What follows belongs to an exercise in optimizing a design on an open flow for small area; a production flow would make more cautious choices.
RTL that was checked went through simulation tests only; none was proved equivalent to the original.
For run 1, only the layout was checked, not whether the RTL still works.

==> flow/design.v, too long to show whole: its modules and the start of the top module <==
// module cordic_B: 3585 lines
module cordic_B(
  input                     clk,
  input                     rst_n,
  input  signed [31:0]      x,
  input  signed [31:0]      y,
  input                     start,
  input                     start1,
  output wire signed [31:0] angle,
  output wire signed [31:0] anglef
);
  // ...
==> flow/run.sh <==
#!/bin/bash
# synth_recipe.tcl (not shown) runs the flow's synth.tcl, then flattens the netlist and writes it again
# the make line also repeats each setting of config.mk as NAME=value (left out here)
make -C /OpenROAD-flow-scripts/flow DESIGN_CONFIG=/design/flow/config.mk WORK_HOME=/design/flow/orfs CLKGATE_MAP_FILE= SYNTH_SCRIPT=/design/flow/synth_recipe.tcl finish
==> flow/config.mk <==
export PLATFORM = sky130hd
export DESIGN_NAME = cordic_B
export DESIGN_NICKNAME = cordic_B
export VERILOG_FILES = /design/flow/design.v
export SDC_FILE = /design/flow/constraint.sdc
export NUM_CORES = 4
export LEC_CHECK = 0
export CAP_MARGIN = 20
export CORE_MARGIN = 2
export CORE_UTILIZATION = 40
export PLACE_DENSITY = 0.6
export SLEW_MARGIN = 20
==> flow/constraint.sdc <==
create_clock -name core_clock -period 6.0 [get_ports {clk}]
set_input_delay 1.2000 -clock core_clock [delete_from_list [all_inputs] [get_ports {clk}]]
set_output_delay 1.2000 -clock core_clock [all_outputs]
set_load 0.01 [all_outputs]
==> impl_metrics.py, run 1 <==
metrics = {
    "status": {
        "status": "finished clean",
    },
    "synthesis": {
        "yosys_most_used_dff": "dfxtp_1",
        "yosys_register_bits": 926,
        "synth_xor_area_frac": 0.157,
        "synth-compound-area-share": 0.114,
        "synth_edf_count": 0,
    },
    "layout": {
        "clock_buffers": 137,
        "fill_cells": 12800,
        "area_growth_pct": 12.9,
        "design.seq.count": 926,
        "fin_util": 0.455,
        "inv_count": 671,
        "diodes": 0,
        "multi_input_area_sq_um": 32800,
    },
    "timing": {
        "maxSlewViolCount": 0,
        "setup_tns_ns": 0,
    },
    "placed_design": {
        "dp_hpwl_mm": 92.3,
        "place_ws_ns": 0.137,
    },
    "floorplanning": {
        "start_util": 0.404,
        "ioPinCount": 132,
    },
    "min_path": {
        "min_to": "c13_s[5]",
    },
    "setup_path": {
        "regToRegEndpoint": "c15_f[7]",
        "startpoint": "c14_s[10]",
    },
    "global_route": {
        "met3_usage": 0.0234,
        "grt_start_max_net_pins": 58,
        "met2_usage": 0.304,
    },
    "clock_tree": {
        "cts_buffer_depth": 3,
    },
    "routing": {
        "top_layer": "met4",
    },
}
==> inputs of run 2 (changes only) <==
--- a/flow/design.v
+++ b/flow/design.v
@@ -3509,43 +3509,207 @@
 wire v118_G80 = v118_G64 | (v118_P64 & v118_G56);
 wire v118_G81 = v118_g[31] | (v118_p[31] & v118_G80);
 wire [31:0] v118 = {v118_p[31] ^ v118_G80, v118_p[30] ^ v118_G79, v118_p[29] ^ v118_G78, v118_p[28] ^ v118_G77, v118_p[27] ^ v118_G76, v118_p[26] ^ v118_G75, v118_p[25] ^ v118_G74, v118_p[24] ^ v118_G73, v118_p[23] ^ v118_G72, v118_p[22] ^ v118_G71, v118_p[21] ^ v118_G70, v118_p[20] ^ v118_G69, v118_p[19] ^ v118_G68, v118_p[18] ^ v118_G67, v118_p[17] ^ v118_G66, v118_p[16] ^ v118_G65, v118_p[15] ^ v118_G56, v118_p[14] ^ v118_G55, v118_p[13] ^ v118_G54, v118_p[12] ^ v118_G53, v118_p[11] ^ v118_G52, v118_p[10] ^ v118_G51, v118_p[9] ^ v118_G50, v118_p[8] ^ v118_G49, v118_p[7] ^ v118_G36, v118_p[6] ^ v118_G35, v118_p[5] ^ v118_G34, v118_p[4] ^ v118_G33, v118_p[3] ^ v118_G18, v118_p[2] ^ v118_G17, v118_p[1] ^ v118_G1, v118_p[0] ^ 1'b1};
 wire s119 = s113 ^ v118[31];
 reg [15:0] c14_s;
 always @(posedge clk) begin
   c14_s <= {s119, s113, c13_s[13], c13_s[12], c13_s[11], c13_s[10], c13_s[9], c13_s[8], c13_s[7], c13_s[6], c13_s[5], c13_s[4], c13_s[3], c13_s[2], c13_s[1], c13_s[0]};
 end
-wire [23:0] f120_t = 24'd0
-  + (c14_s[0] ? 24'd5898240 : 24'd0)
-  + (c14_s[1] ? 24'd3481984 : 24'd0)
-  + (c14_s[2] ? 24'd1839744 : 24'd0)
-  + (c14_s[3] ? 24'd933888 : 24'd0)
-  + (c14_s[4] ? 24'd468736 : 24'd0)
-  + (c14_s[5] ? 24'd234624 : 24'd0)
-  + (c14_s[6] ? 24'd117376 : 24'd0)
-  + (c14_s[7] ? 24'd58624 : 24'd0)
-  + (c14_s[8] ? 24'd29312 : 24'd0)
-  + (c14_s[9] ? 24'd14720 : 24'd0)
-  + (c14_s[10] ? 24'd7296 : 24'd0)
-  + (c14_s[11] ? 24'd3712 : 24'd0)
-  + (c14_s[12] ? 24'd1792 : 24'd0)
-  + (c14_s[13] ? 24'd896 : 24'd0)
-  + (c14_s[14] ? 24'd512 : 24'd0)
-  + (c14_s[15] ? 24'd256 : 24'd0)
-;
-wire [23:0] f120_z = 24'd6545856 - f120_t;
-wire [7:0] f120 = f120_z[23:16];
-reg [7:0] c15_f;
+wire f120_s121 = ~c14_s[1] ^ ~c14_s[2] ^ ~c14_s[5];
+wire f120_c122 = (~c14_s[1] & ~c14_s[2]) | (~c14_s[5] & (~c14_s[1] ^ ~c14_s[2]));
+wire f120_s123 = ~c14_s[6] ^ ~c14_s[8] ^ ~c14_s[9];
+wire f120_c124 = (~c14_s[6] & ~c14_s[8]) | (~c14_s[9] & (~c14_s[6] ^ ~c14_s[8]));
+wire f120_s125 = ~c14_s[10] ^ ~c14_s[11] ^ ~c14_s[13];
+wire f120_c126 = (~c14_s[10] & ~c14_s[11]) | (~c14_s[13] & (~c14_s[10] ^ ~c14_s[11]));
+wire f120_s127 = ~c14_s[1] ^ ~c14_s[4] ^ ~c14_s[7];
+wire f120_c128 = (~c14_s[1] & ~c14_s[4]) | (~c14_s[7] & (~c14_s[1] ^ ~c14_s[4]));
+wire f120_s129 = ~c14_s[9] ^ ~c14_s[12] ^ ~c14_s[13];
+wire f120_c130 = (~c14_s[9] & ~c14_s[12]) | (~c14_s[13] & (~c14_s[9] ^ ~c14_s[12]));
+wire f120_s131 = ~c14_s[2] ^ ~c14_s[4] ^ ~c14_s[6];
+wire f120_c132 = (~c14_s[2] & ~c14_s[4]) | (~c14_s[6] & (~c14_s[2] ^ ~c14_s[4]));
+wire f120_s133 = ~c14_s[8] ^ ~c14_s[11] ^ ~c14_s[12];
+wire f120_c134 = (~c14_s[8] & ~c14_s[11]) | (~c14_s[12] & (~c14_s[8] ^ ~c14_s[11]));
+wire f120_s135 = ~c14_s[13] ^ ~c14_s[14] ^ 1'b1;
+wire f120_c136 = (~c14_s[13] & ~c14_s[14]) | (1'b1 & (~c14_s[13] ^ ~c14_s[14]));
+wire f120_s137 = ~c14_s[4] ^ ~c14_s[5] ^ ~c14_s[7];
+wire f120_c138 = (~c14_s[4] & ~c14_s[5]) | (~c14_s[7] & (~c14_s[4] ^ ~c14_s[5]));
+wire f120_s139 = ~c14_s[10] ^ ~c14_s[11] ^ ~c14_s[12];
+wire f120_c140 = (~c14_s[10] & ~c14_s[11]) | (~c14_s[12] & (~c14_s[10] ^ ~c14_s[11]));
+wire f120_s141 = ~c14_s[6] ^ ~c14_s[9] ^ ~c14_s[10];
+wire f120_c142 = (~c14_s[6] & ~c14_s[9]) | (~c14_s[10] & (~c14_s[6] ^ ~c14_s[9]));
+wire f120_s143 = ~c14_s[11] ^ 1'b1;
+wire f120_c144 = ~c14_s[11] & 1'b1;
+wire f120_s145 = ~c14_s[2] ^ ~c14_s[5] ^ ~c14_s[8];
+wire f120_c146 = (~c14_s[2] & ~c14_s[5]) | (~c14_s[8] & (~c14_s[2] ^ ~c14_s[5]));
+wire f120_s147 = ~c14_s[9] ^ ~c14_s[10] ^ 1'b1;
+wire f120_c148 = (~c14_s[9] & ~c14_s[10]) | (1'b1 & (~c14_s[9] ^ ~c14_s[10]));
+wire f120_s149 = ~c14_s[1] ^ ~c14_s[4] ^ ~c14_s[7];
+wire f120_c150 = (~c14_s[1] & ~c14_s[4]) | (~c14_s[7] & (~c14_s[1] ^ ~c14_s[4]));
+wire f120_s151 = ~c14_s[8] ^ ~c14_s[9];
+wire f120_c152 = ~c14_s[8] & ~c14_s[9];
+wire f120_s153 = ~c14_s[3] ^ ~c14_s[6] ^ ~c14_s[7];
+wire f120_c154 = (~c14_s[3] & ~c14_s[6]) | (~c14_s[7] & (~c14_s[3] ^ ~c14_s[6]));
+wire f120_s155 = ~c14_s[5] ^ ~c14_s[6] ^ ~c14_s[7];
+wire f120_c156 = (~c14_s[5] & ~c14_s[6]) | (~c14_s[7] & (~c14_s[5] ^ ~c14_s[6]));
+wire f120_s157 = ~c14_s[1] ^ ~c14_s[4] ^ ~c14_s[5];
+wire f120_c158 = (~c14_s[1] & ~c14_s[4]) | (~c14_s[5] & (~c14_s[1] ^ ~c14_s[4]));
+wire f120_s159 = ~c14_s[0] ^ ~c14_s[3] ^ ~c14_s[4];
+wire f120_c160 = (~c14_s[0] & ~c14_s[3]) | (~c14_s[4] & (~c14_s[0] ^ ~c14_s[3]));
+wire f120_s161 = ~c14_s[1] ^ ~c14_s[2] ^ ~c14_s[3];
+wire f120_c162 = (~c14_s[1] & ~c14_s[2]) | (~c14_s[3] & (~c14_s[1] ^ ~c14_s[2]));
+wire f120_s163 = ~c14_s[4] ^ 1'b1;
+wire f120_c164 = ~c14_s[4] & 1'b1;
+wire f120_s165 = ~c14_s[0] ^ ~c14_s[2] ^ ~c14_s[3];
+wire f120_c166 = (~c14_s[0] & ~c14_s[2]) | (~c14_s[3] & (~c14_s[0] ^ ~c14_s[2]));
+wire f120_s167 = ~c14_s[0] ^ ~c14_s[1] ^ ~c14_s[2];
+wire f120_c168 = (~c14_s[0] & ~c14_s[1]) | (~c14_s[2] & (~c14_s[0] ^ ~c14_s[1]));
+wire f120_s169 = f120_s121 ^ f120_s123 ^ f120_s125;
+wire f120_c170 = (f120_s121 & f120_s123) | (f120_s125 & (f120_s121 ^ f120_s123));
+wire f120_s171 = f120_c122 ^ f120_c124 ^ f120_c126;
+wire f120_c172 = (f120_c122 & f120_c124) | (f120_c126 & (f120_c122 ^ f120_c124));
+wire f120_s173 = f120_s127 ^ f120_s129 ^ ~c14_s[15];
+wire f120_c174 = (f120_s127 & f120_s129) | (~c14_s[15] & (f120_s127 ^ f120_s129));
+wire f120_s175 = f120_c128 ^ f120_c130 ^ f120_s131;
+wire f120_c176 = (f120_c128 & f120_c130) | (f120_s131 & (f120_c128 ^ f120_c130));
+wire f120_s177 = f120_s133 ^ f120_s135;
+wire f120_c178 = f120_s133 & f120_s135;
+wire f120_s179 = f120_c132 ^ f120_c134 ^ f120_c136;
+wire f120_c180 = (f120_c132 & f120_c134) | (f120_c136 & (f120_c132 ^ f120_c134));
+wire f120_s181 = f120_s137 ^ f120_s139 ^ 1'b1;
+wire f120_c182 = (f120_s137 & f120_s139) | (1'b1 & (f120_s137 ^ f120_s139));
+wire f120_s183 = f120_c138 ^ f120_c140 ^ f120_s141;
+wire f120_c184 = (f120_c138 & f120_c140) | (f120_s141 & (f120_c138 ^ f120_c140));
+wire f120_s185 = f120_c142 ^ f120_c144 ^ f120_s145;
+wire f120_c186 = (f120_c142 & f120_c144) | (f120_s145 & (f120_c142 ^ f120_c144));
+wire f120_s187 = f120_c146 ^ f120_c148 ^ f120_s149;
+wire f120_c188 = (f120_c146 & f120_c148) | (f120_s149 & (f120_c146 ^ f120_c148));
+wire f120_s189 = f120_c150 ^ f120_c152 ^ f120_s153;
+wire f120_c190 = (f120_c150 & f120_c152) | (f120_s153 & (f120_c150 ^ f120_c152));
+wire f120_s191 = f120_c156 ^ f120_s157 ^ ~c14_s[6];
+wire f120_c192 = (f120_c156 & f120_s157) | (~c14_s[6] & (f120_c156 ^ f120_s157));
+wire f120_s193 = f120_c158 ^ f120_s159 ^ ~c14_s[5];
+wire f120_c194 = (f120_c158 & f120_s159) | (~c14_s[5] & (f120_c158 ^ f120_s159));
+wire f120_s195 = f120_c160 ^ f120_s161 ^ f120_s163;
+wire f120_c196 = (f120_c160 & f120_s161) | (f120_s163 & (f120_c160 ^ f120_s161));
+wire f120_s197 = f120_c162 ^ f120_c164 ^ f120_s165;
+wire f120_c198 = (f120_c162 & f120_c164) | (f120_s165 & (f120_c162 ^ f120_c164));
+wire f120_s199 = f120_c166 ^ f120_s167 ^ 1'b1;
+wire f120_c200 = (f120_c166 & f120_s167) | (1'b1 & (f120_c166 ^ f120_s167));
+wire f120_s201 = f120_c170 ^ f120_s171 ^ f120_s173;
+wire f120_c202 = (f120_c170 & f120_s171) | (f120_s173 & (f120_c170 ^ f120_s171));
+wire f120_s203 = f120_c172 ^ f120_c174 ^ f120_s175;
+wire f120_c204 = (f120_c172 & f120_c174) | (f120_s175 & (f120_c172 ^ f120_c174));
+wire f120_s205 = f120_c176 ^ f120_c178 ^ f120_s179;
+wire f120_c206 = (f120_c176 & f120_c178) | (f120_s179 & (f120_c176 ^ f120_c178));
+wire f120_s207 = f120_c180 ^ f120_c182 ^ f120_s183;
+wire f120_c208 = (f120_c180 & f120_c182) | (f120_s183 & (f120_c180 ^ f120_c182));
+wire f120_s209 = f120_c184 ^ f120_s185 ^ f120_s147;
+wire f120_c210 = (f120_c184 & f120_s185) | (f120_s147 & (f120_c184 ^ f120_s185));
+wire f120_s211 = f120_c186 ^ f120_s187 ^ f120_s151;
+wire f120_c212 = (f120_c186 & f120_s187) | (f120_s151 & (f120_c186 ^ f120_s187));
+wire f120_s213 = f120_c188 ^ f120_s189 ^ ~c14_s[8];
+wire f120_c214 = (f120_c188 & f120_s189) | (~c14_s[8] & (f120_c188 ^ f120_s189));
+wire f120_s215 = f120_c190 ^ f120_c154 ^ f120_s155;
+wire f120_c216 = (f120_c190 & f120_c154) | (f120_s155 & (f120_c190 ^ f120_c154));
+wire f120_s217 = f120_c196 ^ f120_s197 ^ 1'b1;
+wire f120_c218 = (f120_c196 & f120_s197) | (1'b1 & (f120_c196 ^ f120_s197));
+wire f120_s219 = f120_c200 ^ f120_c168 ^ ~c14_s[1];
+wire f120_c220 = (f120_c200 & f120_c168) | (~c14_s[1] & (f120_c200 ^ f120_c168));
+wire f120_s221 = f120_c202 ^ f120_s203 ^ f120_s177;
+wire f120_c222 = (f120_c202 & f120_s203) | (f120_s177 & (f120_c202 ^ f120_s203));
+wire f120_s223 = f120_c204 ^ f120_s205 ^ f120_s181;
+wire f120_c224 = (f120_c204 & f120_s205) | (f120_s181 & (f120_c204 ^ f120_s205));
+wire f120_s225 = f120_c206 ^ f120_s207 ^ f120_s143;
+wire f120_c226 = (f120_c206 & f120_s207) | (f120_s143 & (f120_c206 ^ f120_s207));
+wire f120_s227 = f120_c218 ^ f120_c198 ^ f120_s199;
+wire f120_c228 = (f120_c218 & f120_c198) | (f120_s199 & (f120_c218 ^ f120_c198));
+wire f120_s229 = f120_c226 ^ f120_c208 ^ f120_s209;
+wire f120_c230 = (f120_c226 & f120_c208) | (f120_s209 & (f120_c226 ^ f120_c208));
+wire f120_s231 = f120_c230 ^ f120_c210 ^ f120_s211;
+wire f120_c232 = (f120_c230 & f120_c210) | (f120_s211 & (f120_c230 ^ f120_c210));
+wire f120_s233 = f120_c232 ^ f120_c212 ^ f120_s213;
+wire f120_c234 = (f120_c232 & f120_c212) | (f120_s213 & (f120_c232 ^ f120_c212));
+wire f120_s235 = f120_c234 ^ f120_c214 ^ f120_s215;
+wire f120_c236 = (f120_c234 & f120_c214) | (f120_s215 & (f120_c234 ^ f120_c214));
+wire f120_s237 = f120_c236 ^ f120_c216 ^ f120_s191;
+wire f120_c238 = (f120_c236 & f120_c216) | (f120_s191 & (f120_c236 ^ f120_c216));
+wire f120_s239 = f120_c238 ^ f120_c192 ^ f120_s193;
+wire f120_c240 = (f120_c238 & f120_c192) | (f120_s193 & (f120_c238 ^ f120_c192));
+wire f120_s241 = f120_c240 ^ f120_c194 ^ f120_s195;
+wire f120_c242 = (f120_c240 & f120_c194) | (f120_s195 & (f120_c240 ^ f120_c194));
+wire [10:0] f120_lo_a = {1'b0, f120_s235, f120_s233, f120_s231, f120_s229, f120_c224, f120_c222, f120_s221, f120_s201, f120_s169, 1'b1};
+wire [10:0] f120_lo_b = {1'b0, 1'b0, 1'b0, 1'b0, 1'b0, f120_s225, f120_s223, 1'b0, 1'b0, 1'b0, 1'b0};
+wire [10:0] f120_lo_p = f120_lo_a ^ f120_lo_b;
+wire [10:0] f120_lo_g = f120_lo_a & f120_lo_b;
+wire f120_lo_G1 = f120_lo_g[0] | (f120_lo_p[0] & 1'b0);
+wire f120_lo_G2 = f120_lo_g[2] | (f120_lo_p[2] & f120_lo_g[1]);
+wire f120_lo_P2 = f120_lo_p[2] & f120_lo_p[1];
+wire f120_lo_G3 = f120_lo_g[4] | (f120_lo_p[4] & f120_lo_g[3]);
+wire f120_lo_P3 = f120_lo_p[4] & f120_lo_p[3];
+wire f120_lo_G4 = f120_lo_g[6] | (f120_lo_p[6] & f120_lo_g[5]);
+wire f120_lo_P4 = f120_lo_p[6] & f120_lo_p[5];
+wire f120_lo_G5 = f120_lo_g[8] | (f120_lo_p[8] & f120_lo_g[7]);
+wire f120_lo_P5 = f120_lo_p[8] & f120_lo_p[7];
+wire f120_lo_G6 = f120_lo_g[10] | (f120_lo_p[10] & f120_lo_g[9]);
+wire f120_lo_P6 = f120_lo_p[10] & f120_lo_p[9];
+wire f120_lo_G7 = f120_lo_g[1] | (f120_lo_p[1] & f120_lo_G1);
+wire f120_lo_G8 = f120_lo_G2 | (f120_lo_P2 & f120_lo_G1);
+wire f120_lo_G9 = f120_lo_g[5] | (f120_lo_p[5] & f120_lo_G3);
+wire f120_lo_P9 = f120_lo_p[5] & f120_lo_P3;
+wire f120_lo_G10 = f120_lo_G4 | (f120_lo_P4 & f120_lo_G3);
+wire f120_lo_P10 = f120_lo_P4 & f120_lo_P3;
+wire f120_lo_G11 = f120_lo_g[9] | (f120_lo_p[9] & f120_lo_G5);
+wire f120_lo_P11 = f120_lo_p[9] & f120_lo_P5;
+wire f120_lo_G12 = f120_lo_G6 | (f120_lo_P6 & f120_lo_G5);
+wire f120_lo_P12 = f120_lo_P6 & f120_lo_P5;
+wire f120_lo_G13 = f120_lo_g[3] | (f120_lo_p[3] & f120_lo_G8);
+wire f120_lo_G14 = f120_lo_G3 | (f120_lo_P3 & f120_lo_G8);
+wire f120_lo_G15 = f120_lo_G9 | (f120_lo_P9 & f120_lo_G8);
+wire f120_lo_G16 = f120_lo_G10 | (f120_lo_P10 & f120_lo_G8);
+wire f120_lo_G17 = f120_lo_g[7] | (f120_lo_p[7] & f120_lo_G16);
+wire f120_lo_G18 = f120_lo_G5 | (f120_lo_P5 & f120_lo_G16);
+wire f120_lo_G19 = f120_lo_G11 | (f120_lo_P11 & f120_lo_G16);
+wire f120_lo_G20 = f120_lo_G12 | (f120_lo_P12 & f120_lo_G16);
+wire [10:0] f120_lo = {f120_lo_p[10] ^ f120_lo_G19, f120_lo_p[9] ^ f120_lo_G18, f120_lo_p[8] ^ f120_lo_G17, f120_lo_p[7] ^ f120_lo_G16, f120_lo_p[6] ^ f120_lo_G15, f120_lo_p[5] ^ f120_lo_G14, f120_lo_p[4] ^ f120_lo_G13, f120_lo_p[3] ^ f120_lo_G8, f120_lo_p[2] ^ f120_lo_G7, f120_lo_p[1] ^ f120_lo_G1, f120_lo_p[0] ^ 1'b0};
+wire f120_ci = f120_lo[10];
+reg [7:0] c15_r0;
+reg [7:0] c15_r1;
+reg [0:0] c15_ci;
 always @(posedge clk) begin
-  c15_f <= f120;
+  c15_r0 <= {1'b1, f120_c220, f120_c228, f120_s227, f120_c242, f120_s241, f120_s239, f120_s237};
+  c15_r1 <= {1'b0, ~c14_s[0], f120_s219, 1'b0, f120_s217, 1'b0, 1'b0, 1'b0};
+  c15_ci <= f120_ci;
 end
+wire [7:0] f243_a = c15_r0;
+wire [7:0] f243_b = c15_r1;
+wire [7:0] f243_p = f243_a ^ f243_b;
+wire [7:0] f243_g = f243_a & f243_b;
+wire f243_G1 = f243_g[0] | (f243_p[0] & c15_ci);
+wire f243_G2 = f243_g[2] | (f243_p[2] & f243_g[1]);
+wire f243_P2 = f243_p[2] & f243_p[1];
+wire f243_G3 = f243_g[4] | (f243_p[4] & f243_g[3]);
+wire f243_P3 = f243_p[4] & f243_p[3];
+wire f243_G4 = f243_g[6] | (f243_p[6] & f243_g[5]);
+wire f243_P4 = f243_p[6] & f243_p[5];
+wire f243_G5 = f243_g[1] | (f243_p[1] & f243_G1);
+wire f243_G6 = f243_G2 | (f243_P2 & f243_G1);
+wire f243_G7 = f243_g[5] | (f243_p[5] & f243_G3);
+wire f243_P7 = f243_p[5] & f243_P3;
+wire f243_G8 = f243_G4 | (f243_P4 & f243_G3);
+wire f243_P8 = f243_P4 & f243_P3;
+wire f243_G9 = f243_g[3] | (f243_p[3] & f243_G6);
+wire f243_G10 = f243_G3 | (f243_P3 & f243_G6);
+wire f243_G11 = f243_G7 | (f243_P7 & f243_G6);
+wire f243_G12 = f243_G8 | (f243_P8 & f243_G6);
+wire f243_G13 = f243_g[7] | (f243_p[7] & f243_G12);
+wire [7:0] f243 = {f243_p[7] ^ f243_G12, f243_p[6] ^ f243_G11, f243_p[5] ^ f243_G10, f243_p[4] ^ f243_G9, f243_p[3] ^ f243_G6, f243_p[2] ^ f243_G5, f243_p[1] ^ f243_G1, f243_p[0] ^ c15_ci};
 reg [7:0] c16_f;
 always @(posedge clk) begin
-  c16_f <= c15_f;
+  c16_f <= f243;
 end
 reg [7:0] c17_f;
 always @(posedge clk) begin
   c17_f <= c16_f;
 end
 reg [4:0] cnt;
 always @(posedge clk or negedge rst_n)
   if (!rst_n) cnt <= 5'd0;
==> run 2 against run 1 <==
Against the previous run:
- via count down 1.8%
- core utilization about the same
- register-to-register slack better by 0.29 ns
- non-clock buffer count up 28
- still clean
- hold slack about the same
==> impl_metrics.py, run 2 <==
metrics = {
    "min_path": {
        "hold_depth": 0,
        "hold_path_class": "reg2reg",
        "hold_start": "c13_s[11]",
        "min_to": "c14_s[11]",
    },
    "setup_path": {
        "slowest_stage": "or4_1",
        "worstRegToRegCells": 16,
        "cp.arrival_ns": 5.89,
        "rrSetupSlack_ns": 0.72,
        "cp-start-kind": "input pin",
        "critical_path_class": "in2reg",
        "worst-path-buf-inv": 5,
        "cp_slowest_stage_delay_ns": 0.52,
        "path_max_fanout": 6,
        "cp_top_family": "simple AND/OR/NAND/NOR gates",
        "worstPathRequired_ns": 6.57,
        "critPathCaptureType": "flop",
        "startpoint": "x[17]",
        "path_cells": "clkdlybuf4s50_1 -> or4_1 -> nor4_1 -> buf_4 -> nand2_1 -> and2_1 -> nand2_1 -> xor2_2 -> buf_4 -> xnor2_1 -> ha_1 -> inv_2 -> a21oi_1 -> o21bai_1 -> a21oi_1 -> o31ai_1 -> a31oi_1 -> nor4b_1 -> o41ai_1 -> buf_4 -> a21oi_1 -> xnor2_1 -> mux2_2",
        "regToRegEndpoint": "c15_r0[2]",
        "worstReg2RegStart": "c14_s[11]",
    },
    "clock_tree": {
        "numCtsBuffers": 100,
        "cts_tree": "built",
        "postCtsHoldBufs": 0,
        "cts_buffer_depth": 3,
        "worstSkewPairLatency_ns": 0.70,
        "post_cts_resized": 0,
        "clock-root-buffer": "clkbuf_16",
        "cts_setup_buffers": 0,
        "h-tree-depth": 3,
        "cts_num_sinks": 929,
        "cts.reportedPaths.clkPinSlew_ns": 0.06,
    },
    "floorplanning": {
        "start_util": 0.403,
        "die_w_um": 371,
        "ioPinCount": 132,
        "core_sq_um": 134000,
        "die_area_sq_um": 138000,
        "rows": 134,
        "die_h_um": 371,
    },
    "synthesis": {
        "synth_commonest_cells": "875 x dfxtp_1, 698 x ha_1, 628 x inv_1",
        "synth_warnings": 1,
        "synth_edf_count": 0,
        "yosys_register_bits": 929,
        "synth_top_area_share": 0.325,
        "syn-cell-area_sq_um": 53900,
        "syn_area_per_cell_sq_um": 9.79,
        "synth-seq-area-share": 0.350,
        "async_flop_share": 0.0581,
        "ys_top_cells_by_area": "dfxtp_1 32%, ha_1 16%, xor2_1 9.0%, xnor2_1 6.8%, fa_1 5.8%",
        "yosysMostFrequentCell": "dfxtp_1",
        "synth_top_cell_by_area": "dfxtp_1",
        "syn_nets": 6429,
        "synth_cells": 5508,
        "yosys_most_used_dff": "dfxtp_1",
        "synthDistinctLibCells": 94,
    },
    "placed_design": {
        "portBuffers": 130,
        "dp_hpwl_mm": 93.5,
        "gp_congestion": 0.848,
    },
    "routing": {
        "ant_nets": 0,
        "drt_iter0_drc": 1543,
        "drc_errors": 0,
        "vias_per_cell": 4.77,
        "post_drt_wl_per_cell_um": 15.0,
        "drt_pass1_iterations": 5,
        "wl_mm": 114,
        "vias": 36000,
    },
    "job": {
        "drv_cap": 0,
    },
    "layout": {
        "layout_common_cells": "869 x dfxtp_1, 698 x ha_1, 628 x inv_1",
        "fin_nets": 6617,
        "drive_gt1_frac": 0.0549,
        "mostFrequentLayoutCell": "dfxtp_1",
        "fin_util": 0.455,
        "area_growth_pct": 12.9,
    },
    "global_route": {
        "grt_start_max_net_pins": 72,
        "grt_pass1_vias": 36500,
        "grtUsageTotal": 0.167,
        "antenna_found_initial": 1,
        "grt_pass1_wl_mm": 186,
        "gr-total-overflow": 0,
    },
    "timing": {
        "skew_ns": 0.0291,
        "finalCritPeriodShare": 0.887,
        "finalHoldViolations": 0,
        "period_needed_ns": 5.32,
        "rsz0062_at_grt": "no",
        "setup_tns_ns": 0,
        "relSlewSlack": 0.406,
        "maxSlewViolCount": 0,
        "finalSetupViolations": 0,
        "fmaxAchievable_mhz": 188,
        "worst_pin_slew_ns": 0.889,
    },
    "status": {
        "status": "finished clean",
    },
}
## run 2: changes by cell type in the layout (fill, tap and decap cells not counted), sizes merged, moves of 13 or more
cell | previous run | this run
ha | 765 | 698
nand3 | 72 | 90
nor3 | 135 | 106
nand2 | 146 | 179
o21ai | 135 | 148
inv | 673 | 635
and2 | 24 | 41
buf | 42 | 70
a21oi | 317 | 279
nor2 | 349 | 324
o21a | 97 | 79
## run 2: layout make-up
cell class,instances,area (sq um)
clock buffer,138,2850
multi-input combinational,3835,32100
antenna,1,2.50
inverter,632,2370
sequential,929,18900
timing repair buffer,198,1810
clock inverter,47,673
tap,1768,2210
fill,12700,72800
## run 2: how the worst max path moves through the flow
stage / end / slack, ns / cells after the start
after floorplan: c0_v[15] / 0.1 / 20
after global placement: c0_v[15] / -0.03 / 23
after detailed placement: c0_v[15] / -0.007 / 23
after CTS: c15_r0[2] / 0.69 / 16
after global routing: c0_v[15] / 0.25 / 21
final: c0_v[15] / 0.68 / 23
## run 2: kinds of logic after synthesis
| group | synth area share |
|---|---|
| muxes | 0.00330 |
| and+or+nand+nor | 0.0976 |
| xor gates and xnor gates | 0.159 |
| DFF | 0.350 |
| AOI/OAI and AO/OA | 0.115 |
| buffers and inverters | 0.0554 |
| adders and majority gates | 0.220 |
## run 2: per-layer routing
layer  vias up  part of all wire  global-route usage
met3       154             0.027              0.0246
met1     16700              0.47               0.215
met2       354              0.48               0.291
met5         -                 0                   0
met4         0             0.024              0.0435
li1      18800                 -                   -
## run 2: stage by stage
stage	hold WS, ns	setup WS [ns]	instances	instance area (sq um)
after global routing	0.322	0.246	7547	60900
after CTS	0.304	0.694	7547	60900
after floorplan	0.310	0.0995	5508	53900
after detailed placement	0.312	-0.00690	7362	57300
final	0.312	0.676	7548	60900
after global placement	0.310	-0.0307	7362	57300
==> inputs of run 3 (changes only) <==
--- a/flow/config.mk
+++ b/flow/config.mk
@@ -9,4 +9,7 @@
 export CORE_MARGIN = 2
 export CORE_UTILIZATION = 40
+export CTS_BUF_LIST = sky130_fd_sc_hd__clkbuf_16
+export CTS_CLUSTER_DIAMETER = 100
+export CTS_CLUSTER_SIZE = 30
 export PLACE_DENSITY = 0.6
 export SLEW_MARGIN = 20
==> run 3 against run 2 <==
Against the previous run:
- design area decreased by 3.8%
- via count fell by 1.4%
- setup slack lost 0.076 ns
- synthesized area stayed put
- global-route usage shrank 0.37 points
- synthesized cell count unchanged
- largest cell class unchanged
- highest routed layer unchanged
==> impl_metrics.py, run 3 <==
metrics = {
    "status": {
        "status": "finished clean",
    },
    "clock_tree": {
        "cts_setup_buffers": 0,
        "h-tree-depth": 2,
        "postCtsHoldBufs": 0,
        "worstSkewPairLatency_ns": 0.64,
        "clock-root-buffer": "clkbuf_16",
        "cts_buffer_depth": 3,
        "numCtsBuffers": 39,
        "cts_num_sinks": 929,
        "cts.reportedPaths.clkPinSlew_ns": 0.11,
        "cts_tree": "built",
        "post_cts_resized": 0,
    },
    "synthesis": {
        "synth_commonest_cells": "875 x dfxtp_1, 698 x ha_1, 628 x inv_1",
        "syn_area_per_cell_sq_um": 9.79,
        "syn_nets": 6429,
        "synth_top_cell_by_area": "dfxtp_1",
        "synth_cells": 5508,
        "yosysMostFrequentCell": "dfxtp_1",
        "synth-seq-area-share": 0.350,
        "yosys_register_bits": 929,
        "synth_top_family_by_area": "adder cells",
        "yosys_most_used_dff": "dfxtp_1",
        "synth_xor_area_frac": 0.159,
        "async_flop_share": 0.0581,
        "synth_warnings": 1,
        "synth_edf_count": 0,
        "syn-cell-area_sq_um": 53900,
        "synthDistinctLibCells": 94,
        "synth-compound-area-share": 0.115,
        "synthAdderAreaFrac": 0.220,
        "synth-simple-area-share": 0.0976,
        "ys_top_cells_by_area": "dfxtp_1 32%, ha_1 16%, xor2_1 9.0%, xnor2_1 6.8%, fa_1 5.8%",
        "synthMuxAreaShare": 0.00330,
        "synth_top_area_share": 0.325,
    },
    "min_path": {
        "min_to": "c14_s[11]",
        "hold_depth": 0,
        "hold_start": "c13_s[11]",
        "hold_path_class": "reg2reg",
    },
    "setup_path": {
        "cp-start-kind": "input pin",
        "worstReg2RegStart": "c14_s[11]",
        "cp.arrival_ns": 5.92,
        "worstRegToRegCells": 16,
        "path_cells": "clkdlybuf4s50_1 -> or4_1 -> nor4_1 -> buf_4 -> nand2_1 -> and2_1 -> nand2_1 -> xor2_2 -> xor2_1 -> buf_4 -> ha_1 -> o21bai_1 -> a21oi_1 -> o21bai_1 -> a21oi_1 -> o31ai_1 -> a31oi_1 -> nor4b_1 -> o41ai_1 -> buf_4 -> a21oi_1 -> xnor2_1 -> mux2_2",
        "rrSetupSlack_ns": 0.71,
        "cp_slowest_stage_delay_ns": 0.52,
        "path_max_fanout": 6,
        "slowest_stage": "or4_1",
        "worstPathRequired_ns": 6.52,
        "critical_path_class": "in2reg",
        "cp_top_family": "simple AND/OR/NAND/NOR gates",
        "critPathCaptureType": "flop",
        "cp.depth": 23,
        "regToRegEndpoint": "c15_r0[2]",
        "worst-path-buf-inv": 4,
    },
    "timing": {
        "relSlewSlack": 0.408,
        "finalSetupViolations": 0,
        "finalCritPeriodShare": 0.900,
        "whs_ns": 0.312,
        "period_needed_ns": 5.40,
        "fin_ws_ns": 0.600,
        "fmaxAchievable_mhz": 185,
        "skew_ns": 0.0232,
        "maxSlewViolCount": 0,
        "worst_pin_slew_ns": 0.887,
        "finalHoldViolations": 0,
        "rsz0062_at_grt": "no",
    },
    "placed_design": {
        "portBuffers": 130,
        "gp_congestion": 0.848,
        "dp_hpwl_mm": 93.5,
        "place_ws_ns": -0.00690,
    },
    "global_route": {
        "antenna_found_initial": 1,
        "grt_pass1_wl_mm": 183,
        "grt_start_max_net_pins": 72,
        "grtUsageTotal": 0.163,
        "gr-total-overflow": 0,
        "grt_pass1_vias": 35700,
    },
    "layout": {
        "layout_common_cells": "869 x dfxtp_1, 698 x ha_1, 633 x inv_1",
        "regArea_sq_um": 18900,
        "multi_input_area_sq_um": 32100,
        "fin_util": 0.438,
        "fill_cells": 12900,
        "area_growth_pct": 8.65,
        "drive_gt1_frac": 0.0357,
        "fin_nets": 6556,
        "mostFrequentLayoutCell": "dfxtp_1",
    },
    "job": {
        "drv_cap": 0,
    },
    "routing": {
        "vias": 35500,
        "drt_iter0_drc": 1580,
        "vias_per_cell": 4.78,
        "drc_errors": 0,
        "wl_mm": 111,
        "drt_pass1_iterations": 5,
        "post_drt_wl_per_cell_um": 15.0,
        "ant_nets": 0,
    },
    "floorplanning": {
        "start_util": 0.403,
        "rows": 134,
        "die_w_um": 371,
        "die_h_um": 371,
        "die_area_sq_um": 138000,
        "ioPinCount": 132,
        "core_sq_um": 134000,
    },
}
run 3: logic make-up after synthesis:
kind of cell,after synthesis
AOI/OAI and AO/OA,926
xor gates and xnor gates,978
adders and majority gates,853
buffers and inverters,744
DFF,929
muxes,17
and+or+nand+nor,1061
run 3: worst max path at each step:
stage / startpoint / endpoint / slack [ns]
finish: x[17] / c0_v[15] / 0.60
global route: y[2] / c0_v[15] / 0.20
CTS: x[17] / c0_v[15] / 0.63
detailed placement: x[17] / c0_v[15] / -0.007
global placement: x[17] / c0_v[15] / -0.03
floorplan: x[17] / c0_v[15] / 0.1
run 3: cell type report:
cell class,count,area share
Multi-Input combinational cell,3835,0.547
Sequential cell,929,0.322
Tap cell,1768,0.0378
Timing Repair Buffer,198,0.0310
Clock buffer,41,0.0175
Clock inverter,17,0.00352
Inverter,632,0.0405
Antenna cell,1,0.0000427
run 3: stage by stage:
step | TNS (ns) | cell area, sq um | std cells
after floorplan | 0 | 53900 | 5508
after global placement | -0.0307 | 57300 | 7362
after detailed placement | -0.00690 | 57300 | 7362
after CTS | 0 | 58600 | 7420
after global routing | 0 | 58600 | 7420
final | 0 | 58600 | 7421
run 3: routing by layer:
metal,global-route usage,share of wire
met1,0.215,0.47
met2,0.286,0.48
met3,0.0155,0.023
met4,0.0389,0.022
met5,0,0
run 3: worst reg2reg max path: stages (launching register included):
cell and delay [ns]:
dfxtp_1 0.50, inv_1 0.13, fa_1 0.37, inv_1 0.08, fa_1 0.45, fa_1 0.54
inv_1 0.05, fa_1 0.37, inv_1 0.07, fa_1 0.15, inv_1 0.05, fa_1 0.37
fa_1 0.39, fa_1 0.42, fa_1 0.39, fa_1 0.39, fa_1 0.42
==> inputs of run 4 (changes only) <==
--- a/flow/config.mk
+++ b/flow/config.mk
@@ -9,7 +9,7 @@
 export CORE_MARGIN = 2
 export CORE_UTILIZATION = 40
-export CTS_BUF_LIST = sky130_fd_sc_hd__clkbuf_16
-export CTS_CLUSTER_DIAMETER = 100
-export CTS_CLUSTER_SIZE = 30
+export CTS_BUF_LIST = sky130_fd_sc_hd__clkbuf_8
+export CTS_CLUSTER_DIAMETER = 50
+export CTS_CLUSTER_SIZE = 14
 export PLACE_DENSITY = 0.6
 export SLEW_MARGIN = 20
==> run 4 against run 3 <==
Against the previous run:
- setup slack better by 0.12 ns
- synthesized area stayed put
- critical path depth is 9 lower
- clock skew increased by 0.028 ns
- global-route usage rose by 0.31 points
- count of clock-buffer cells in the layout grew 77
- sequential share of layout area fell by 0.68 points
- die area is the same
- via count increased by 1.3%
==> impl_metrics.py, run 4 <==
metrics = {
    "status": {
        "status": "finished clean",
    },
    "floorplanning": {
        "die_area_sq_um": 138000,
        "core_sq_um": 134000,
        "start_util": 0.403,
        "ioPinCount": 132,
        "rows": 134,
        "die_w_um": 371,
        "die_h_um": 371,
    },
    "timing": {
        "finalSetupViolations": 0,
        "maxSlewViolCount": 0,
        "setup_tns_ns": 0,
        "skew_ns": 0.0510,
        "period_needed_ns": 5.28,
        "finalCritPeriodShare": 0.880,
        "fin_ws_ns": 0.717,
        "fmaxAchievable_mhz": 189,
        "finalHoldViolations": 0,
        "whs_ns": 0.312,
        "worst_pin_slew_ns": 0.919,
        "rsz0062_at_grt": "no",
        "relSlewSlack": 0.386,
    },
    "routing": {
        "vias_per_cell": 4.76,
        "post_drt_wl_per_cell_um": 15.0,
        "drt_pass1_iterations": 5,
        "drc_errors": 0,
        "vias": 36000,
        "ant_nets": 0,
        "drt_iter0_drc": 1596,
        "wl_mm": 113,
    },
    "min_path": {
        "hold_path_class": "reg2reg",
        "hold_depth": 0,
    },
    "setup_path": {
        "crit_top_cell": "fa_1",
        "path_max_fanout": 5,
        "cp_slowest_stage_delay_ns": 0.54,
        "slowest_stage": "fa_1",
        "path_cells": "fa_1 -> fa_1 -> fa_1 -> inv_1 -> fa_1 -> inv_1 -> fa_1 -> inv_1 -> fa_1 -> fa_1 -> fa_1 -> fa_1 -> fa_1 -> fa_1",
        "cp.arrival_ns": 5.96,
        "cp-start-kind": "flop",
        "critPathCaptureType": "flop",
        "worstRegToRegCells": 14,
        "worstPathRequired_ns": 6.67,
        "rrSetupSlack_ns": 0.72,
        "critical_path_class": "reg2reg",
    },
    "clock_tree": {
        "post_cts_resized": 0,
        "cts_buffer_depth": 3,
        "cts_setup_buffers": 0,
        "h-tree-depth": 3,
        "cts_num_sinks": 929,
        "cts.reportedPaths.clkPinSlew_ns": 0.08,
        "worstSkewPairLatency_ns": 0.81,
        "numCtsBuffers": 106,
        "clock-root-buffer": "clkbuf_8",
        "cts_tree": "built",
        "postCtsHoldBufs": 0,
    },
    "layout": {
        "layout_common_cells": "869 x dfxtp_1, 698 x ha_1, 632 x inv_1",
        "area_growth_pct": 11.0,
        "fin_cells": 7553,
        "fill_cells": 12800,
        "fin_nets": 6623,
        "mostFrequentLayoutCell": "dfxtp_1",
        "regArea_sq_um": 18900,
        "multi_input_area_sq_um": 32100,
        "drive_gt1_frac": 0.0579,
        "postLayoutCellArea_sq_um": 59800,
    },
    "synthesis": {
        "synth_commonest_cells": "875 x dfxtp_1, 698 x ha_1, 628 x inv_1",
        "synth_cells": 5508,
        "synth_warnings": 1,
        "async_flop_share": 0.0581,
        "syn-cell-area_sq_um": 53900,
        "synth-seq-area-share": 0.350,
        "yosys_register_bits": 929,
        "yosysMostFrequentCell": "dfxtp_1",
        "synthDistinctLibCells": 94,
        "yosys_most_used_dff": "dfxtp_1",
        "synth_top_cell_by_area": "dfxtp_1",
        "synth_edf_count": 0,
        "ys_top_cells_by_area": "dfxtp_1 32%, ha_1 16%, xor2_1 9.0%, xnor2_1 6.8%, fa_1 5.8%",
        "synth_top_area_share": 0.325,
        "syn_area_per_cell_sq_um": 9.79,
        "syn_nets": 6429,
    },
    "job": {
        "drv_cap": 0,
    },
    "global_route": {
        "grt_pass1_vias": 36500,
        "grtUsageTotal": 0.166,
        "grt_pass1_wl_mm": 185,
        "gr-total-overflow": 0,
        "antenna_found_initial": 3,
        "grt_start_max_net_pins": 72,
    },
    "placed_design": {
        "portBuffers": 130,
        "place_ws_ns": -0.00690,
        "placed_cell_area_sq_um": 57300,
        "gp_congestion": 0.848,
        "dp_hpwl_mm": 93.5,
        "dp.cells": 7362,
    },
}
[run 4: cell counts after synthesis]
Identical to the previous run, type by type.
[run 4: layout make-up]
cell class,count,share of cell area
clock inverter,70,0.0145
clock buffer,118,0.0271
inverter,632,0.0396
antenna,3,0.000125
timing repair buffer,198,0.0303
tap,1768,0.0370
multi-input combinational,3835,0.536
sequential,929,0.315
[run 4: critical path, delay by kind of cell, from the launching register on]
| kind | cells | cell delay [ns] |
|---|---|---|
| adders and majority gates | 11 | 4.49 |
| buffers and inverters | 3 | 0.17 |
| DFF | 1 | 0.48 |
[run 4: metal layers]
layer | part of all wire | GRT usage
met1 | 0.47 | 0.214
met2 | 0.48 | 0.288
met3 | 0.029 | 0.0254
met4 | 0.024 | 0.0450
met5 | 0 | 0
[run 4: worst paths after layout]
path	startpoint	to
setup / recovery	c14_s[9]	c15_r0[2]
hold / removal	c13_s[2]	c14_s[2]
setup reg to reg	c14_s[9]	c15_r0[2]
hold reg to reg	c13_s[2]	c14_s[2]
max in group asynchronous	rst_n	af_r[7]
min in group asynchronous	rst_n	c0_x[1]
[run 4: logic make-up after synthesis]
logic type | Yosys count | share of synthesized area
flip-flops | 929 | 0.350
AND/OR/NAND/NOR | 1061 | 0.0976
AO/OA/AOI/OAI | 926 | 0.115
XOR/XNOR | 978 | 0.159
multiplexers | 17 | 0.00330
adder cells (fa/ha/maj) | 853 | 0.220
buffers and inverters | 744 | 0.0554
[run 4: per-stage QoR]
stage	util
after floorplan	-
after global placement	0.429
after detailed placement	0.429
after CTS	0.448
after global routing	0.448
final	0.448
==> inputs of run 5 (changes only) <==
--- a/flow/config.mk
+++ b/flow/config.mk
@@ -9,7 +9,7 @@
 export CORE_MARGIN = 2
 export CORE_UTILIZATION = 40
-export CTS_BUF_LIST = sky130_fd_sc_hd__clkbuf_8
+export CTS_BUF_LIST = sky130_fd_sc_hd__clkbuf_4 sky130_fd_sc_hd__clkbuf_8
 export CTS_CLUSTER_DIAMETER = 50
-export CTS_CLUSTER_SIZE = 14
+export CTS_CLUSTER_SIZE = 12
 export PLACE_DENSITY = 0.6
 export SLEW_MARGIN = 20
==> run 5 against run 4 <==
Against the previous run:
- register-to-register slack about the same
- via count increased by 0.13%
- design area about the same
- global-route usage about the same
- core utilization about the same
- highest routed layer unchanged
- hold slack got worse by 0.0010 ns
- sequential share of layout area about the same
- flip-flop and latch count unchanged
- die area unchanged
==> impl_metrics.py, run 5 <==
metrics = {
    "global_route": {
        "antenna_found_initial": 3,
        "grt_pass1_wl_mm": 186,
        "grt_pass1_vias": 36500,
        "gr-total-overflow": 0,
        "grt_start_max_net_pins": 72,
        "grtUsageTotal": 0.166,
    },
    "timing": {
        "fin_ws_ns": 0.721,
        "period_needed_ns": 5.28,
        "worst_pin_slew_ns": 0.891,
        "rsz0062_at_grt": "no",
        "finalSetupViolations": 0,
        "fmaxAchievable_mhz": 189,
        "setup_tns_ns": 0,
        "skew_ns": 0.0370,
        "relSlewSlack": 0.405,
        "maxSlewViolCount": 0,
        "finalHoldViolations": 0,
        "whs_ns": 0.311,
        "finalCritPeriodShare": 0.880,
    },
    "routing": {
        "wl_mm": 113,
        "drc_errors": 0,
        "vias_per_cell": 4.77,
        "ant_nets": 0,
        "drt_iter0_drc": 1553,
        "drt_pass1_iterations": 5,
        "post_drt_wl_per_cell_um": 15.0,
        "vias": 36000,
    },
    "setup_path": {
        "path_max_fanout": 4,
        "cp_slowest_stage_delay_ns": 0.54,
        "path_cells": "inv_1 -> fa_1 -> inv_1 -> fa_1 -> fa_1 -> inv_1 -> fa_1 -> inv_1 -> fa_1 -> inv_1 -> fa_1 -> fa_1 -> fa_1 -> fa_1 -> fa_1 -> fa_1",
        "worstPathRequired_ns": 6.67,
        "crit_top_cell": "fa_1",
        "slowest_stage": "fa_1",
        "critPathCaptureType": "flop",
        "critical_path_class": "reg2reg",
        "cp-start-kind": "flop",
        "worstRegToRegCells": 16,
        "cp.arrival_ns": 5.95,
    },
    "layout": {
        "fin_util": 0.448,
        "mostFrequentLayoutCell": "dfxtp_1",
        "postLayoutCellArea_sq_um": 59800,
        "area_growth_pct": 10.9,
        "fin_nets": 6626,
        "drive_gt1_frac": 0.0586,
        "layout_common_cells": "869 x dfxtp_1, 698 x ha_1, 628 x inv_1",
    },
    "synthesis": {
        "syn_nets": 6429,
        "synth_top_cell_by_area": "dfxtp_1",
        "synth_top_area_share": 0.325,
        "synthDistinctLibCells": 94,
        "synth_edf_count": 0,
        "yosys_register_bits": 929,
        "ys_top_cells_by_area": "dfxtp_1 32%, ha_1 16%, xor2_1 9.0%, xnor2_1 6.8%, fa_1 5.8%",
        "async_flop_share": 0.0581,
        "synth-seq-area-share": 0.350,
        "syn_area_per_cell_sq_um": 9.79,
        "yosysMostFrequentCell": "dfxtp_1",
        "synth_cells": 5508,
        "syn-cell-area_sq_um": 53900,
        "yosys_most_used_dff": "dfxtp_1",
        "synth_warnings": 1,
        "synth_commonest_cells": "875 x dfxtp_1, 698 x ha_1, 628 x inv_1",
    },
    "placed_design": {
        "portBuffers": 130,
        "gp_congestion": 0.848,
        "placed_cell_area_sq_um": 57300,
        "place_ws_ns": -0.00690,
        "dp_hpwl_mm": 93.5,
    },
    "floorplanning": {
        "rows": 134,
        "die_h_um": 371,
        "start_util": 0.403,
        "die_w_um": 371,
        "die_area_sq_um": 138000,
        "core_sq_um": 134000,
        "ioPinCount": 132,
    },
    "clock_tree": {
        "clock-root-buffer": "clkbuf_8",
        "worstSkewPairLatency_ns": 0.81,
        "cts_num_sinks": 929,
        "cts_tree": "built",
        "cts_buffer_depth": 3,
        "cts_setup_buffers": 0,
        "numCtsBuffers": 109,
        "cts.reportedPaths.clkPinSlew_ns": 0.07,
        "post_cts_resized": 0,
        "postCtsHoldBufs": 0,
        "h-tree-depth": 3,
    },
    "min_path": {
        "hold_depth": 0,
        "hold_path_class": "reg2reg",
    },
    "status": {
        "status": "finished clean",
    },
    "job": {
        "drv_cap": 0,
    },
}
==> run 5: cell counts after synthesis <==
Identical to the previous run, type by type.
==> run 5: final cells by class <==
class / count / area (sq um)
clock buffer: 141 / 1860
tap: 1768 / 2210
clock inverter: 47 / 607
multi-input combinational: 3835 / 32100
sequential: 929 / 18900
fill: 12800 / 73800
antenna: 3 / 7.51
timing repair buffer: 198 / 1810
inverter: 632 / 2370
==> run 5: final timing paths <==
check	startpoint	end	slack [ns]
worst max-delay path	c14_s[11]	c15_r0[2]	0.72
worst min-delay path	c13_s[6]	c14_s[6]	0.31
worst max register to register	c14_s[11]	c15_r0[2]	0.72
worst min register to register	c13_s[6]	c14_s[6]	0.31
max in group asynchronous	rst_n	c0_v[14]	4.97
min in group asynchronous	rst_n	c0_v[0]	0.53
==> run 5: worst max-delay path, delay by kind of cell (launching register included) <==
family	cells	cell delay, ns
adder cells (fa/ha/maj)	11	4.26
buffers and inverters	5	0.38
flip-flops	1	0.49
==> run 5: stage by stage <==
step / std cells
floorplan: 5508
global placement: 7362
detailed placement: 7362
CTS: 7550
global route: 7552
finish: 7553
==> run 5: routing by layer <==
metal	up-vias	track usage	part of all wire
met2	416	0.288	0.48
li1	18800	-	-
met3	164	0.0248	0.031
met1	16700	0.214	0.46
met4	0	0.0455	0.024
met5	-	0	0
==> run 5: logic make-up after synthesis <==
logic type      synth area share
buf+inv                   0.0554
compound gates             0.115
mux                      0.00330
simple gates              0.0976
xor+xnor                   0.159
flops                      0.350
fa+ha+maj                  0.220
==> inputs of run 6 (changes only) <==
--- a/flow/config.mk
+++ b/flow/config.mk
@@ -9,7 +9,7 @@
 export CORE_MARGIN = 2
 export CORE_UTILIZATION = 40
-export CTS_BUF_LIST = sky130_fd_sc_hd__clkbuf_4 sky130_fd_sc_hd__clkbuf_8
-export CTS_CLUSTER_DIAMETER = 50
-export CTS_CLUSTER_SIZE = 12
+export CTS_BUF_LIST = sky130_fd_sc_hd__clkbuf_16
+export CTS_CLUSTER_DIAMETER = 80
+export CTS_CLUSTER_SIZE = 24
 export PLACE_DENSITY = 0.6
 export SLEW_MARGIN = 20
==> run 6 against run 5 <==
Against the previous run:
- still clean
- setup slack lost 0.059 ns
- clock skew fell by 0.0064 ns
- final cell count shrank 1.5%
- global-route usage fell by 0.25 points
==> impl_metrics.py, run 6 <==
metrics = {
    "setup_path": {
        "slowest_stage": "or4_1",
        "worstRegToRegCells": 14,
        "critPathCaptureType": "flop",
        "worst-path-buf-inv": 5,
        "rrSetupSlack_ns": 0.73,
        "worstPathRequired_ns": 6.56,
        "cp_top_family": "simple AND/OR/NAND/NOR gates",
        "cp.arrival_ns": 5.90,
        "worstReg2RegStart": "c14_s[9]",
        "cp_slowest_stage_delay_ns": 0.52,
        "regToRegEndpoint": "c15_r0[2]",
        "critical_path_class": "in2reg",
        "path_max_fanout": 6,
        "path_cells": "clkdlybuf4s50_1 -> or4_1 -> nor4_1 -> buf_4 -> nand2_1 -> and2_1 -> nand2_1 -> xor2_2 -> buf_4 -> xnor2_1 -> ha_1 -> inv_2 -> a21oi_1 -> o21bai_1 -> a21oi_1 -> o31ai_1 -> a31oi_1 -> nor4b_1 -> o41ai_1 -> buf_4 -> a21oi_1 -> xnor2_1 -> mux2_2",
        "cp-start-kind": "input pin",
    },
    "synthesis": {
        "synth_edf_count": 0,
        "syn_nets": 6429,
        "ys_top_cells_by_area": "dfxtp_1 32%, ha_1 16%, xor2_1 9.0%, xnor2_1 6.8%, fa_1 5.8%",
        "yosys_register_bits": 929,
        "syn_area_per_cell_sq_um": 9.79,
        "syn-cell-area_sq_um": 53900,
        "synth_top_cell_by_area": "dfxtp_1",
        "synth_top_area_share": 0.325,
        "synthDistinctLibCells": 94,
        "synth-seq-area-share": 0.350,
        "synth_warnings": 1,
        "async_flop_share": 0.0581,
        "yosysMostFrequentCell": "dfxtp_1",
        "yosys_most_used_dff": "dfxtp_1",
        "synth_cells": 5508,
        "synth_commonest_cells": "875 x dfxtp_1, 698 x ha_1, 628 x inv_1",
    },
    "floorplanning": {
        "start_util": 0.403,
        "ioPinCount": 132,
        "die_area_sq_um": 138000,
        "die_w_um": 371,
        "core_sq_um": 134000,
        "rows": 134,
        "die_h_um": 371,
    },
    "routing": {
        "met3_length_mm": 2.83,
        "wl_mm": 112,
        "ant_nets": 0,
        "drt_pass1_iterations": 5,
        "top_layer": "met4",
        "vias": 35700,
        "drc_errors": 0,
        "post_drt_wl_per_cell_um": 15.0,
        "drt_iter0_drc": 1621,
        "vias_per_cell": 4.80,
        "wl_met2_mm": 54.1,
        "route.layer.met1.wl_mm": 52.4,
    },
    "timing": {
        "rsz0062_at_grt": "no",
        "skew_ns": 0.0306,
        "finalCritPeriodShare": 0.890,
        "fin_ws_ns": 0.662,
        "maxSlewViolCount": 0,
        "finalSetupViolations": 0,
        "worst_pin_slew_ns": 0.893,
        "period_needed_ns": 5.34,
        "fmaxAchievable_mhz": 187,
        "relSlewSlack": 0.404,
        "finalHoldViolations": 0,
    },
    "global_route": {
        "grtUsageTotal": 0.164,
        "gr-total-overflow": 0,
        "grt_pass1_wl_mm": 183,
        "grt_pass1_vias": 35900,
        "grt_start_max_net_pins": 72,
        "antenna_found_initial": 0,
    },
    "layout": {
        "multi_input_area_sq_um": 32100,
        "area_growth_pct": 9.26,
        "mostFrequentLayoutCell": "dfxtp_1",
        "layout_common_cells": "869 x dfxtp_1, 698 x ha_1, 631 x inv_1",
        "fill_cells": 12900,
        "fin_cells": 7441,
        "fin_nets": 6567,
        "drive_gt1_frac": 0.0393,
        "diodes": 0,
        "regArea_sq_um": 18900,
    },
    "clock_tree": {
        "cts_buffer_depth": 3,
        "post_cts_resized": 0,
        "clock-root-buffer": "clkbuf_16",
        "cts_setup_buffers": 0,
        "cts_num_sinks": 929,
        "postCtsHoldBufs": 0,
        "numCtsBuffers": 50,
        "worstSkewPairLatency_ns": 0.67,
        "cts_tree": "built",
        "h-tree-depth": 2,
        "cts.reportedPaths.clkPinSlew_ns": 0.09,
    },
    "status": {
        "status": "finished clean",
    },
    "placed_design": {
        "portBuffers": 130,
        "place_ws_ns": -0.00690,
        "dp_hpwl_mm": 93.5,
        "gp_congestion": 0.848,
        "dp.cells": 7362,
    },
    "min_path": {
        "hold_depth": 0,
        "hold_start": "c13_s[11]",
        "min_to": "c14_s[11]",
        "hold_path_class": "reg2reg",
    },
    "job": {
        "drv_cap": 0,
    },
}
run 6: cell count changes in the layout (fill, tap and decap cells not counted), sizes merged:
| cell | previous run | this run |
|---|---|---|
| clkinvlp | 9 | 1 |
| diode | 3 | 0 |
| clkbuf | 141 | 51 |
| clkinv | 11 | 13 |
| bufinv | 10 | 2 |
| inv | 649 | 644 |
run 6: stage by stage:
| step | utilization | TNS (ns) | cell area, sq um | hold WS, ns |
|---|---|---|---|---|
| after floorplan | - | 0 | 53900 | 0.310 |
| after detailed placement | 0.429 | -0.00690 | 57300 | 0.312 |
| final | 0.441 | 0 | 58900 | 0.327 |
| after global placement | 0.429 | -0.0307 | 57300 | 0.310 |
| after global routing | 0.441 | 0 | 58900 | 0.336 |
| after CTS | 0.441 | 0 | 58900 | 0.330 |
run 6: cell families (layout without fill, tap and decap cells):
family / after synthesis / in the layout / synth area share
XOR/XNOR: 978 / 978 / 0.159
adder cells (fa/ha/maj): 853 / 853 / 0.220
AND/OR/NAND/NOR: 1061 / 1061 / 0.0976
flip-flops: 929 / 929 / 0.350
multiplexers: 17 / 17 / 0.00330
AO/OA/AOI/OAI: 926 / 926 / 0.115
buffers and inverters: 744 / 909 / 0.0554
run 6: worst register-to-register path: cells and delay by family, from the launching register on:
family / cells / cell delay, ns
fa+ha+maj: 11 / 4.49
flops: 1 / 0.49
buf+inv: 3 / 0.17
run 6: area by class of cell:
cell class	instances	area share
multi-input cells	3835	0.544
flip-flops and latches	929	0.320
inverters	632	0.0403
well taps	1768	0.0376
repair buffers	198	0.0308
clock buffers	51	0.0217
clock inverters	28	0.00491
run 6: worst max path at each step:
stage          startpoint        end  slack, ns  depth (start not counted)
2_1_floorplan       x[17]   c0_v[15]        0.1                         20
3_3_place_gp        x[17]   c0_v[15]      -0.03                         23
3_5_place_dp        x[17]   c0_v[15]     -0.007                         23
4_1_cts          c14_s[9]  c15_r0[2]       0.69                         14
5_1_grt              y[2]   c0_v[15]       0.24                         21
6_report            x[17]   c0_v[15]       0.66                         23
run 6: per-layer routing:
layer	vias up	global-route usage
li1	18600	-
met5	-	0
met2	357	0.288
met4	0	0.0406
met1	16600	0.214
met3	128	0.0161
==> inputs of run 7 (changes only) <==
--- a/flow/config.mk
+++ b/flow/config.mk
@@ -9,7 +9,7 @@
 export CORE_MARGIN = 2
 export CORE_UTILIZATION = 40
-export CTS_BUF_LIST = sky130_fd_sc_hd__clkbuf_16
-export CTS_CLUSTER_DIAMETER = 80
-export CTS_CLUSTER_SIZE = 24
+export CTS_BUF_LIST = sky130_fd_sc_hd__clkbuf_8
+export CTS_CLUSTER_DIAMETER = 60
+export CTS_CLUSTER_SIZE = 18
 export PLACE_DENSITY = 0.6
 export SLEW_MARGIN = 20
==> run 7 against run 6 <==
Against the previous run:
- still clean
- global-route usage grew 0.23 points
- design area grew 0.68%
- register-to-register slack is essentially flat
- setup slack gained 0.065 ns
- via count grew 0.43%
- wire length grew 0.97%
- first-iteration DRC count shrank 0.12%
- critical endpoint is now c15_r0[2]
- highest routed layer unchanged
==> impl_metrics.py, run 7 <==
metrics = {
    "status": {
        "status": "finished clean",
    },
    "clock_tree": {
        "cts_num_sinks": 929,
        "cts.reportedPaths.clkPinSlew_ns": 0.11,
        "cts_setup_buffers": 0,
        "numCtsBuffers": 87,
        "h-tree-depth": 3,
        "cts_buffer_depth": 3,
        "worstSkewPairLatency_ns": 0.80,
        "clock-root-buffer": "clkbuf_8",
        "post_cts_resized": 0,
        "postCtsHoldBufs": 0,
        "cts_tree": "built",
    },
    "layout": {
        "drive_gt1_frac": 0.0529,
        "fin_nets": 6604,
        "mostFrequentLayoutCell": "dfxtp_1",
        "fin_util": 0.444,
        "regArea_sq_um": 18900,
        "layout_common_cells": "869 x dfxtp_1, 698 x ha_1, 633 x inv_1",
        "area_growth_pct": 10.0,
        "postLayoutCellArea_sq_um": 59300,
        "fin_cells": 7524,
        "fill_cells": 12900,
        "multi_input_area_sq_um": 32100,
    },
    "timing": {
        "skew_ns": 0.0449,
        "rsz0062_at_grt": "no",
        "finalHoldViolations": 0,
        "fmaxAchievable_mhz": 190,
        "worst_pin_slew_ns": 0.893,
        "relSlewSlack": 0.404,
        "maxSlewViolCount": 0,
        "finalCritPeriodShare": 0.879,
        "period_needed_ns": 5.27,
        "finalSetupViolations": 0,
    },
    "synthesis": {
        "syn-cell-area_sq_um": 53900,
        "yosys_register_bits": 929,
        "synthDistinctLibCells": 94,
        "synth_top_cell_by_area": "dfxtp_1",
        "syn_area_per_cell_sq_um": 9.79,
        "synth_edf_count": 0,
        "async_flop_share": 0.0581,
        "synth_cells": 5508,
        "synth_commonest_cells": "875 x dfxtp_1, 698 x ha_1, 628 x inv_1",
        "ys_top_cells_by_area": "dfxtp_1 32%, ha_1 16%, xor2_1 9.0%, xnor2_1 6.8%, fa_1 5.8%",
        "yosys_most_used_dff": "dfxtp_1",
        "synth-seq-area-share": 0.350,
        "synth_warnings": 1,
        "synth_top_area_share": 0.325,
        "yosysMostFrequentCell": "dfxtp_1",
        "syn_nets": 6429,
    },
    "floorplanning": {
        "start_util": 0.403,
        "ioPinCount": 132,
        "die_area_sq_um": 138000,
        "die_w_um": 371,
        "rows": 134,
        "die_h_um": 371,
        "core_sq_um": 134000,
    },
    "setup_path": {
        "cp_slowest_stage_delay_ns": 0.54,
        "cp-start-kind": "flop",
        "crit_top_cell": "fa_1",
        "path_max_fanout": 5,
        "slowest_stage": "fa_1",
        "critPathCaptureType": "flop",
        "worstPathRequired_ns": 6.66,
        "cp_top_family": "adder cells",
        "critical_path_class": "reg2reg",
        "worst-path-buf-inv": 3,
        "path_cells": "fa_1 -> fa_1 -> fa_1 -> inv_1 -> fa_1 -> inv_1 -> fa_1 -> inv_1 -> fa_1 -> fa_1 -> fa_1 -> fa_1 -> fa_1 -> fa_1",
        "cp.arrival_ns": 5.93,
    },
    "placed_design": {
        "portBuffers": 130,
        "dp_hpwl_mm": 93.5,
        "placed_cell_area_sq_um": 57300,
        "gp_congestion": 0.848,
        "dp.cells": 7362,
    },
    "min_path": {
        "hold_path_class": "reg2reg",
    },
    "job": {
        "drv_cap": 0,
    },
    "global_route": {
        "grt_pass1_wl_mm": 185,
        "antenna_found_initial": 3,
        "grt_pass1_vias": 36300,
        "grt_start_max_net_pins": 72,
        "grtUsageTotal": 0.166,
        "gr-total-overflow": 0,
    },
    "routing": {
        "vias": 35800,
        "vias_per_cell": 4.76,
        "wl_mm": 113,
        "drc_errors": 0,
        "drt_pass1_iterations": 5,
        "ant_nets": 0,
        "post_drt_wl_per_cell_um": 15.0,
        "drt_iter0_drc": 1619,
    },
}
## run 7: cell counts after synthesis
No cell type changed its count.
## run 7: cell type report
type | count | share of cell area
Antenna cell | 4 | 0.000169
Clock buffer | 93 | 0.0216
Clock inverter | 65 | 0.0114
Inverter | 632 | 0.0400
Multi-Input combinational cell | 3835 | 0.541
Sequential cell | 929 | 0.318
Tap cell | 1768 | 0.0373
Timing Repair Buffer | 198 | 0.0306
## run 7: worst paths after layout
check                            end     start  slack [ns]  cells past startpoint
setup / recovery           c15_r0[2]  c14_s[9]        0.73                     14
hold / removal              c10_s[8]   c9_s[8]        0.32                      0
setup reg to reg           c15_r0[2]  c14_s[9]        0.73                     14
hold reg to reg             c10_s[8]   c9_s[8]        0.32                      0
max in group asynchronous     cnt[1]     rst_n        4.96                      2
min in group asynchronous    c0_v[0]     rst_n        0.55                      2
## run 7: layer usage
metal  track usage  wire length (um)
met1         0.215             52600
met2         0.290             54500
met3        0.0238              3100
met4        0.0420              2690
met5             0                 0
## run 7: per-stage QoR
stage / TNS (ns) / hold slack, ns / worst slack (ns)
2_1_floorplan: 0 / 0.310 / 0.0995
3_3_place_gp: -0.0307 / 0.310 / -0.0307
3_5_place_dp: -0.00690 / 0.312 / -0.00690
4_1_cts: 0 / 0.305 / 0.691
5_1_grt: 0 / 0.318 / 0.375
6_report: 0 / 0.321 / 0.727
## run 7: logic make-up (layout without fill, tap and decap cells)
group / count (synthesis) / in the layout / share of synthesized area
compound gates: 926 / 926 / 0.115
xor+xnor: 978 / 978 / 0.159
fa+ha+maj: 853 / 853 / 0.220
buf+inv: 744 / 988 / 0.0554
flops: 929 / 929 / 0.350
mux: 17 / 17 / 0.00330
other cells: 0 / 4 / 0
simple gates: 1061 / 1061 / 0.0976
## run 7: worst reg2reg max path, stage by stage (launching register included)
cell     delay, ns
dfxtp_1       0.49
fa_1          0.51
fa_1          0.54
fa_1          0.54
inv_1         0.05
fa_1          0.37
inv_1         0.07
fa_1          0.15
inv_1         0.05
fa_1          0.37
fa_1          0.39
fa_1          0.42
fa_1          0.39
fa_1          0.39
fa_1          0.42

## re-timing with driven ports
The results above use ideal ports. As a check the final layouts listed here were re-extracted and re-timed, cells and wires unchanged.
Step 1 assumes that a clkbuf_16 drives the clock port and a buf_2 every other input.
Step 2, shift: input delay + t, output delay - t, t = (earliest + latest rising clock arrival at the registers) / 2. This alone moves slack from input paths to output paths.
Slacks: no drivers / after step 1 / after step 2; pairs: no drivers / after step 1.
run | t (ns) | setup slack, ns | hold WS [ns] | worst setup path after step 2
run 1 | 0.752 | 0.427 / 0.427 / 0.112 | 0.312 / 0.312 / 0.312 | input to register
run 2 | 0.760 | 0.676 / 0.720 / -0.037 | 0.312 / 0.312 / 0.312 | input to register
run 3 | 0.696 | 0.600 / 0.648 / -0.048 | 0.312 / 0.312 / 0.312 | input to register
run 4 | 0.855 | 0.717 / 0.717 / -0.029 | 0.312 / 0.312 / 0.312 | input to register
run 5 | 0.862 | 0.721 / 0.721 / -0.031 | 0.311 / 0.311 / 0.311 | input to register
run 6 | 0.725 | 0.662 / 0.709 / -0.016 | 0.327 / 0.327 / 0.327 | input to register
run 7 | 0.830 | 0.727 / 0.727 / -0.028 | 0.321 / 0.321 / 0.321 | input to register
Met with ideal ports but missed after step 2: setup timing in 6 of these runs. The setup slack of run 7, which loses most, moves by 0.000 ns with the drivers and by -0.755 ns with both steps.
